From an optimization exercise on the open Yosys and OpenROAD flow, aimed at small area; shortcuts taken in it are not production practice. The RTL was checked by simulation tests, not by an equivalence proof against the original design. Power is estimated from default activity; no workload was simulated.

`flow/design.v`:
```
module lcd(
                clk    ,
                rst_n  ,
                lcd_en ,
                lcd_rw ,  
                lcd_rs ,
                lcd_data
              );
input        clk    ;
input        rst_n  ;
output       lcd_en ;
output       lcd_rw ;
output       lcd_rs ;
output [7:0] lcd_data;
wire         clk ;
wire         rst_n  ;
wire         lcd_en ;
wire         lcd_rw;
reg  [7:0]   lcd_data;
reg          lcd_rs  ;
reg [5:0]    c_state ;
reg [5:0]    n_state ;
wire  [127:0]  row_1;
wire  [127:0]  row_2;
assign row_1 ="i am liu xiao yi" ;  
assign row_2 ="happy everyday !";  
parameter TIME_20MS = 1000_000 ;  
parameter TIME_500HZ= 100_000  ; 
parameter         IDLE=    8'h00  ;  
parameter SET_FUNCTION=    8'h01  ;       
parameter     DISP_OFF=    8'h03  ;
parameter   DISP_CLEAR=    8'h02  ;
parameter   ENTRY_MODE=    8'h06  ;
parameter   DISP_ON   =    8'h07  ;
parameter    ROW1_ADDR=    8'h05  ;       
parameter       ROW1_0=    8'h04  ;
parameter       ROW1_1=    8'h0C  ;
parameter       ROW1_2=    8'h0D  ;
parameter       ROW1_3=    8'h0F  ;
parameter       ROW1_4=    8'h0E  ;
parameter       ROW1_5=    8'h0A  ;
parameter       ROW1_6=    8'h0B  ;
parameter       ROW1_7=    8'h09  ;
parameter       ROW1_8=  8'h08  ;
parameter       ROW1_9=    8'h18  ;
parameter       ROW1_A=    8'h19  ;
parameter       ROW1_B=    8'h1B  ;
parameter       ROW1_C=    8'h1A  ;
parameter       ROW1_D=    8'h1E  ;
parameter       ROW1_E=    8'h1F  ;
parameter       ROW1_F=    8'h1D  ;
parameter    ROW2_ADDR=    8'h1C  ;
parameter       ROW2_0=    8'h14  ;
parameter       ROW2_1=    8'h15  ;
parameter       ROW2_2=    8'h17  ;
parameter       ROW2_3=    8'h16  ;
parameter       ROW2_4=    8'h12  ;
parameter       ROW2_5=    8'h13  ;
parameter       ROW2_6=    8'h11  ;
parameter       ROW2_7=    8'h10  ;
parameter       ROW2_8=    8'h30  ;
parameter       ROW2_9=    8'h31  ;
parameter       ROW2_A=    8'h33  ;
parameter       ROW2_B=    8'h32  ;
parameter       ROW2_C=    8'h36  ;
parameter       ROW2_D=    8'h37  ;
parameter       ROW2_E=    8'h35  ;
parameter       ROW2_F=    8'h34  ;
reg [19:0] cnt_20ms ;
always  @(posedge clk or negedge rst_n)begin
    if(rst_n==1'b0)begin
        cnt_20ms<=0;
    end
    else if(cnt_20ms == TIME_20MS -1)begin
        cnt_20ms<=cnt_20ms;
    end
    else
        cnt_20ms<=cnt_20ms + 1 ;
end
wire delay_done = (cnt_20ms==TIME_20MS-1)? 1'b1 : 1'b0 ;
reg [19:0] cnt_500hz;
always  @(posedge clk or negedge rst_n)begin
    if(rst_n==1'b0)begin
        cnt_500hz <= 0;
    end
    else if(delay_done==1)begin
        if(cnt_500hz== TIME_500HZ - 1)
            cnt_500hz<=0;
        else
            cnt_500hz<=cnt_500hz + 1 ;
    end
    else
        cnt_500hz<=0;
end
assign lcd_en = (cnt_500hz>(TIME_500HZ-1)/2)? 1'b0 : 1'b1;  
assign write_flag = (cnt_500hz==TIME_500HZ - 1) ? 1'b1 : 1'b0 ;
always  @(posedge clk or negedge rst_n)begin
    if(rst_n==1'b0)begin
        c_state <= IDLE    ;
    end
    else if(write_flag==1) begin
        c_state<= n_state  ;
    end
    else
        c_state<=c_state   ;
end
always  @(*)begin
    case (c_state)
        IDLE: n_state = SET_FUNCTION ;
SET_FUNCTION: n_state = DISP_OFF     ;
    DISP_OFF: n_state = DISP_CLEAR   ;
  DISP_CLEAR: n_state = ENTRY_MODE   ;
  ENTRY_MODE: n_state = DISP_ON      ;
  DISP_ON   : n_state = ROW1_ADDR    ;
   ROW1_ADDR: n_state = ROW1_0       ;
      ROW1_0: n_state = ROW1_1       ;
      ROW1_1: n_state = ROW1_2       ;
      ROW1_2: n_state = ROW1_3       ;
      ROW1_3: n_state = ROW1_4       ;
      ROW1_4: n_state = ROW1_5       ;
      ROW1_5: n_state = ROW1_6       ;
      ROW1_6: n_state = ROW1_7       ;
      ROW1_7: n_state = ROW1_8       ;
      ROW1_8: n_state = ROW1_9       ;
      ROW1_9: n_state = ROW1_A       ;
      ROW1_A: n_state = ROW1_B       ;
      ROW1_B: n_state = ROW1_C       ;
      ROW1_C: n_state = ROW1_D       ;
      ROW1_D: n_state = ROW1_E       ;
      ROW1_E: n_state = ROW1_F       ;
      ROW1_F: n_state = ROW2_ADDR    ;
   ROW2_ADDR: n_state = ROW2_0       ;
      ROW2_0: n_state = ROW2_1       ;
      ROW2_1: n_state = ROW2_2       ;
      ROW2_2: n_state = ROW2_3       ;
      ROW2_3: n_state = ROW2_4       ;
      ROW2_4: n_state = ROW2_5       ;
      ROW2_5: n_state = ROW2_6       ;
      ROW2_6: n_state = ROW2_7       ;
      ROW2_7: n_state = ROW2_8       ;
      ROW2_8: n_state = ROW2_9       ;
      ROW2_9: n_state = ROW2_A       ;
      ROW2_A: n_state = ROW2_B       ;
      ROW2_B: n_state = ROW2_C       ;
      ROW2_C: n_state = ROW2_D       ;
      ROW2_D: n_state = ROW2_E       ;
      ROW2_E: n_state = ROW2_F       ;
      ROW2_F: n_state = ROW1_ADDR    ;
     default: n_state = IDLE         ;
   endcase 
   end   
   assign lcd_rw = 0;
   always  @(posedge clk or negedge rst_n)begin
       if(rst_n==1'b0)begin
           lcd_rs <= 0 ;    
       end
       else if(write_flag == 1)begin
           if((n_state==SET_FUNCTION)||(n_state==DISP_OFF)||
              (n_state==DISP_CLEAR)||(n_state==ENTRY_MODE)||
              (n_state==DISP_ON ) ||(n_state==ROW1_ADDR)||
              (n_state==ROW2_ADDR))begin
           lcd_rs<=0 ;
           end 
           else  begin
           lcd_rs<= 1;
           end
       end
       else begin
           lcd_rs<=lcd_rs;
       end     
   end                   
   always  @(posedge clk or negedge rst_n)begin
       if(rst_n==1'b0)begin
           lcd_data<=0 ;
       end
       else  if(write_flag)begin
           case(n_state)
                 IDLE: lcd_data <= 8'hxx;
         SET_FUNCTION: lcd_data <= 8'h38; 
             DISP_OFF: lcd_data <= 8'h08;
           DISP_CLEAR: lcd_data <= 8'h01;
           ENTRY_MODE: lcd_data <= 8'h06;
           DISP_ON   : lcd_data <= 8'h0c;  
            ROW1_ADDR: lcd_data <= 8'h80;  
               ROW1_0: lcd_data <= row_1 [127:120];
               ROW1_1: lcd_data <= row_1 [119:112];
               ROW1_2: lcd_data <= row_1 [111:104];
               ROW1_3: lcd_data <= row_1 [103: 96];
               ROW1_4: lcd_data <= row_1 [ 95: 88];
               ROW1_5: lcd_data <= row_1 [ 87: 80];
               ROW1_6: lcd_data <= row_1 [ 79: 72];
               ROW1_7: lcd_data <= row_1 [ 71: 64];
               ROW1_8: lcd_data <= row_1 [ 63: 56];
               ROW1_9: lcd_data <= row_1 [ 55: 48];
               ROW1_A: lcd_data <= row_1 [ 47: 40];
               ROW1_B: lcd_data <= row_1 [ 39: 32];
               ROW1_C: lcd_data <= row_1 [ 31: 24];
               ROW1_D: lcd_data <= row_1 [ 23: 16];
               ROW1_E: lcd_data <= row_1 [ 15:  8];
               ROW1_F: lcd_data <= row_1 [  7:  0];
            ROW2_ADDR: lcd_data <= 8'hc0;       
               ROW2_0: lcd_data <= row_2 [127:120];
               ROW2_1: lcd_data <= row_2 [119:112];
               ROW2_2: lcd_data <= row_2 [111:104];
               ROW2_3: lcd_data <= row_2 [103: 96];
               ROW2_4: lcd_data <= row_2 [ 95: 88];
               ROW2_5: lcd_data <= row_2 [ 87: 80];
               ROW2_6: lcd_data <= row_2 [ 79: 72];
               ROW2_7: lcd_data <= row_2 [ 71: 64];
               ROW2_8: lcd_data <= row_2 [ 63: 56];
               ROW2_9: lcd_data <= row_2 [ 55: 48];
               ROW2_A: lcd_data <= row_2 [ 47: 40];
               ROW2_B: lcd_data <= row_2 [ 39: 32];
               ROW2_C: lcd_data <= row_2 [ 31: 24];
               ROW2_D: lcd_data <= row_2 [ 23: 16];
               ROW2_E: lcd_data <= row_2 [ 15:  8];
               ROW2_F: lcd_data <= row_2 [  7:  0];
           endcase                     
       end
       else
              lcd_data<=lcd_data ;
   end
endmodule
```
`flow/run.sh`:
```
#!/bin/bash
# synth_recipe.tcl (not shown) runs the flow's synth.tcl, then flattens the netlist and writes it again
# the make line also repeats each setting of config.mk as NAME=value (left out here)
make -C /OpenROAD-flow-scripts/flow DESIGN_CONFIG=/design/flow/config.mk WORK_HOME=/design/flow/orfs CLKGATE_MAP_FILE= SYNTH_SCRIPT=/design/flow/synth_recipe.tcl finish
```
`flow/config.mk`:
```
export PLATFORM = sky130hd
export DESIGN_NAME = lcd
export DESIGN_NICKNAME = lcd
export VERILOG_FILES = /design/flow/design.v
export SDC_FILE = /design/flow/constraint.sdc
export NUM_CORES = 4
export LEC_CHECK = 0
export CAP_MARGIN = 20
export CORE_MARGIN = 2
export CORE_UTILIZATION = 40
export SLEW_MARGIN = 20
```
`flow/constraint.sdc`:
```
create_clock -name core_clock -period 20.0 [get_ports {clk}]
set_input_delay 4.0000 -clock core_clock [delete_from_list [all_inputs] [get_ports {clk}]]
set_output_delay 4.0000 -clock core_clock [all_outputs]
set_load 0.01 [all_outputs]
```
==> run notes <==
==> worst register-to-register path, cell delays in order, from the launching register on <==
cell and delay (ps):
sky130_fd_sc_hd__dfrtp_1 400, sky130_fd_sc_hd__ha_1 220, sky130_fd_sc_hd__nand4_1 260, sky130_fd_sc_hd__nor4_1 490, sky130_fd_sc_hd__nand4_1 600, sky130_fd_sc_hd__o31a_1 490
sky130_fd_sc_hd__o22ai_1 140
==> per-stage QoR <==
step	power [mW]	hold slack, ps	cells	util	instance area [um2]
5_1_grt	0.183	491	448	0.434	3300
4_1_cts	0.176	477	448	0.434	3300
2_1_floorplan	0.114	435	350	-	3100
3_3_place_gp	0.116	450	440	0.422	3210
3_5_place_dp	0.116	458	440	0.422	3210
6_report	0.173	476	448	0.434	3300
==> layer usage <==
metal,track usage,vias to the layer above,share of wire
met1,0.220,1128,0.49
li1,-,1217,-
met4,0.0448,0,0.013
met5,0,-,0
met2,0.243,27,0.47
met3,0.0279,6,0.025
==> worst max path at each step <==
stage | startpoint | depth (start not counted) | endpoint
after floorplan | cnt_500hz[11] | 4 | lcd_en
after global placement | cnt_500hz[11] | 4 | lcd_en
after detailed placement | cnt_500hz[11] | 4 | lcd_en
after CTS | cnt_500hz[11] | 4 | lcd_en
after global routing | cnt_500hz[11] | 4 | lcd_en
final | cnt_500hz[11] | 4 | lcd_en
==> final cells by class <==
type	count	area, um2
fill	774	4310
multi-input combinational	262	1560
sequential	55	1380
tap	102	128
timing repair buffer	12	113
clock buffer	6	72.6
inverter	9	33.8
clock inverter	2	12.5
==> cells by family after synthesis <==
| group | after synthesis | synth area share |
|---|---|---|
| AND/OR/NAND/NOR | 149 | 0.248 |
| AO/OA/AOI/OAI | 71 | 0.136 |
| flip-flops | 55 | 0.444 |
| XOR/XNOR | 36 | 0.102 |
| buffers and inverters | 33 | 0.0509 |
| multiplexers | 3 | 0.0101 |
| adder cells (fa/ha/maj) | 2 | 0.00808 |
| other | 1 | 0.00121 |
==> report_power, final <==
group	switching [mW]	internal [mW]	leakage, nW
registers	0	0.111	0.754
clock network	0.0352	0.0246	0.0412
logic	0.00218	0.000195	0.504
==> cell usage after synthesis (all sizes together), types with 2 or more instances <==
cell type,count
or3,2
nor3b,4
o21a,4
nor4,6
mux2i,2
nand4b,2
and4,6
nor2,40
nor2b,6
a21oi,22
o21ai,24
ha,2
nor3,7
buf,8
a311oi,2
a31oi,5
nand2,29
nand2b,4
xnor2,23
nand3,22
xor2,13
and3,10
nand4,6
a211oi,2
o22ai,4
inv,9
clkbuf,16
dfrtp,55
==> sequential cells by signal, summed over array words and instances (netlist names) <==
register	cells
c_state	6
lcd_data	8
cnt_20ms	20
lcd_rs	1
cnt_500hz	20
==> cells in the final DEF (no fill, tap or decap), types with 4 or more instances in the layout <==
| cell | n |
|---|---|
| sky130_fd_sc_hd__o21a_1 | 4 |
| sky130_fd_sc_hd__dfrtp_1 | 55 |
| sky130_fd_sc_hd__clkdlybuf4s50_1 | 10 |
| sky130_fd_sc_hd__nor3b_1 | 4 |
| sky130_fd_sc_hd__nor2_1 | 40 |
| sky130_fd_sc_hd__clkbuf_8 | 5 |
| sky130_fd_sc_hd__nand2_1 | 29 |
| sky130_fd_sc_hd__a31oi_1 | 5 |
| sky130_fd_sc_hd__nand4_1 | 6 |
| sky130_fd_sc_hd__nor3_1 | 7 |
| sky130_fd_sc_hd__and4_1 | 6 |
| sky130_fd_sc_hd__nand2b_1 | 4 |
| sky130_fd_sc_hd__a21oi_1 | 22 |
| sky130_fd_sc_hd__xor2_1 | 13 |
| sky130_fd_sc_hd__inv_1 | 9 |
| sky130_fd_sc_hd__o22ai_1 | 4 |
| sky130_fd_sc_hd__nor2b_1 | 6 |
| sky130_fd_sc_hd__nor4_1 | 6 |
| sky130_fd_sc_hd__and3_1 | 10 |
| sky130_fd_sc_hd__o21ai_0 | 24 |
| sky130_fd_sc_hd__xnor2_1 | 23 |
| sky130_fd_sc_hd__nand3_1 | 22 |
==> flow_summary.yaml <==
synth:
  post_synth_inst_count: 350
  synth_ff_type: "sky130_fd_sc_hd__dfrtp_1"
  synth_cell_types: 46
  sequential_element_share_of_the_synthesized_area: 0.444
  synthesis.yosys.warnings: 2
  synth_enable_flop_cells: 0
  synth.cell_area_mm2: 0.00310
  synth.area.top_cells: "sky130_fd_sc_hd__dfrtp_1, sky130_fd_sc_hd__xnor2_1, sky130_fd_sc_hd__nor2_1, sky130_fd_sc_hd__o21ai_0, sky130_fd_sc_hd__xor2_1"
  postSynthNetCount: 354
  synth_async_sr_flop_share: 1.00
  synth.ff_latch_count: 55
  postSynthAreaPerCell_um2: 8.85
  synth.largest_area_cell: "sky130_fd_sc_hd__dfrtp_1"
  synth.top_cell.area_share: 0.444
sta:
  worst_slew_margin_rel: 0.416
  layout_setup_ws_ps: 13620
  worstMarginPinSlew_ps: 876
  fin_crit_ps: 6380
  rsz_0062_raised_after_global_routing: "false"
  fmaxAchievable_mhz: 157
  maxSlewViolCount: 0
  timing_hold_violations_final: 0
  final.period_utilization: 0.319
  skew_ps: 7.02
  setup_violations: 0
  tns_ps: 0
final_layout:
  drive_above_1_share: 0.0347
  num-nets-final: 349
  layout-area-overhead-vs-synth_pct: 6.50
  num_antenna_cells: 0
floorplanning:
  initial_utilization: 0.407
  core_mm2: 0.00761
  die_width_um: 92.0
  ioPinCount: 13
  die_h_um: 92.0
  die_area_mm2: 0.00846
  placementRows: 32
grt:
  grt_pass1_vias: 2260
  wire_length_of_the_first_global_routing_pass_um: 10700
  globalRoute.totalOverflow: 0
  pin_count_of_the_biggest_net_entering_global_routing: 56
  number_of_antenna_violations_at_the_first_check_in_global_routing: 0
  grt_usage: 0.155
cts:
  cts-buffers-inserted: 5
  cts_post_setup_buffers_inserted: 0
  cts.htree.levels: 2
  cts_hold_repair.buffers: 0
  tritoncts: "yes"
  clk_path_buf_depth: 2
  worstSkewPairLatency_ps: 300
  clock-root-buffer: "sky130_fd_sc_hd__clkbuf_8"
  post_cts_resize_count: 0
  clkSlewWorstSetupHoldPaths_ps: 100
  cts_sinks: 55
critical_path:
  critPathMaxFanout: 7
  startpoint_type: "flop"
  r2r_end: "c_state[3]"
  crit_chain: "nor3_1, or3b_2, a31oi_1, clkdlybuf4s50_1"
  critical_path_required_ps: 16000
  critPathKind: "flop to output port"
  worst_reg_to_reg_path_cell_count: 6
  rr_startpoint: "cnt_500hz[0]"
  regToRegSetupSlack_ps: 17330
  timing.critical_path.buf_inv: 1
  critical_path_arrival_ps: 2380
  worst_path_largest_cell_delay_ps: 560
  end_kind: "output port"
  critical-path-top-delay-family: "simple AND/OR/NAND/NOR gates"
  critPathSlowestCell: "sky130_fd_sc_hd__clkdlybuf4s50_1"
run_status:
  run_status: "timing/DRC/antenna clean"
routing:
  detailedRoute.firstPassIterationCount: 4
  drtIter0Drc: 103
  routed_via_density: 5.31
  ant_nets: 0
  finalWirelength_um: 6030
  dr_total_vias: 2378
  route.detailed.drc: 0
  drt-wirelength-per-cell_um: 13.5
placement:
  place_congestion: 0.822
  buffer_ports.inserted: 11
  place_worst_setup_slack_ps: 13990
  hpwlAfterDp_um: 3940
min_path:
  worstHoldEndpoint: "cnt_20ms[18]"
  worst_hold_path.num_cells: 1
  min-delay-start: "cnt_20ms[18]"
  holdCritPathClass: "flop to flop"
power_and_ir_drop:
  worst_ir_drop_vdd_uv: 24.7
  power.density_cell_area_mw_per_mm2: 52.5
  power.static_leakage_nw: 1.30
run:
  maxCapViolCount: 0

-- what the ideal ports hide --
The results above use ideal ports. As a check the final layout listed here was re-extracted and re-timed, cells and wires unchanged.
Step 1 sets driving cells, clkbuf_16 on the clock port and buf_2 on the other inputs (assumed; they add their load-dependent delay and slew).
Step 2, shift: input delay + t, output delay - t, t = (earliest + latest rising clock arrival at the registers) / 2. This alone moves slack from input paths to output paths.
a / b / c = ideal / step 1 / step 2; a / b = the first two.
t (ns): 0.331
setup WS [ns]: 13.622 / 13.593 / 13.923
clock arrival spread, ns: 0.007 / 0.007
After both steps this run still meets setup and hold. The setup slack of this run moves by -0.029 ns with the drivers and by +0.301 ns with both steps.
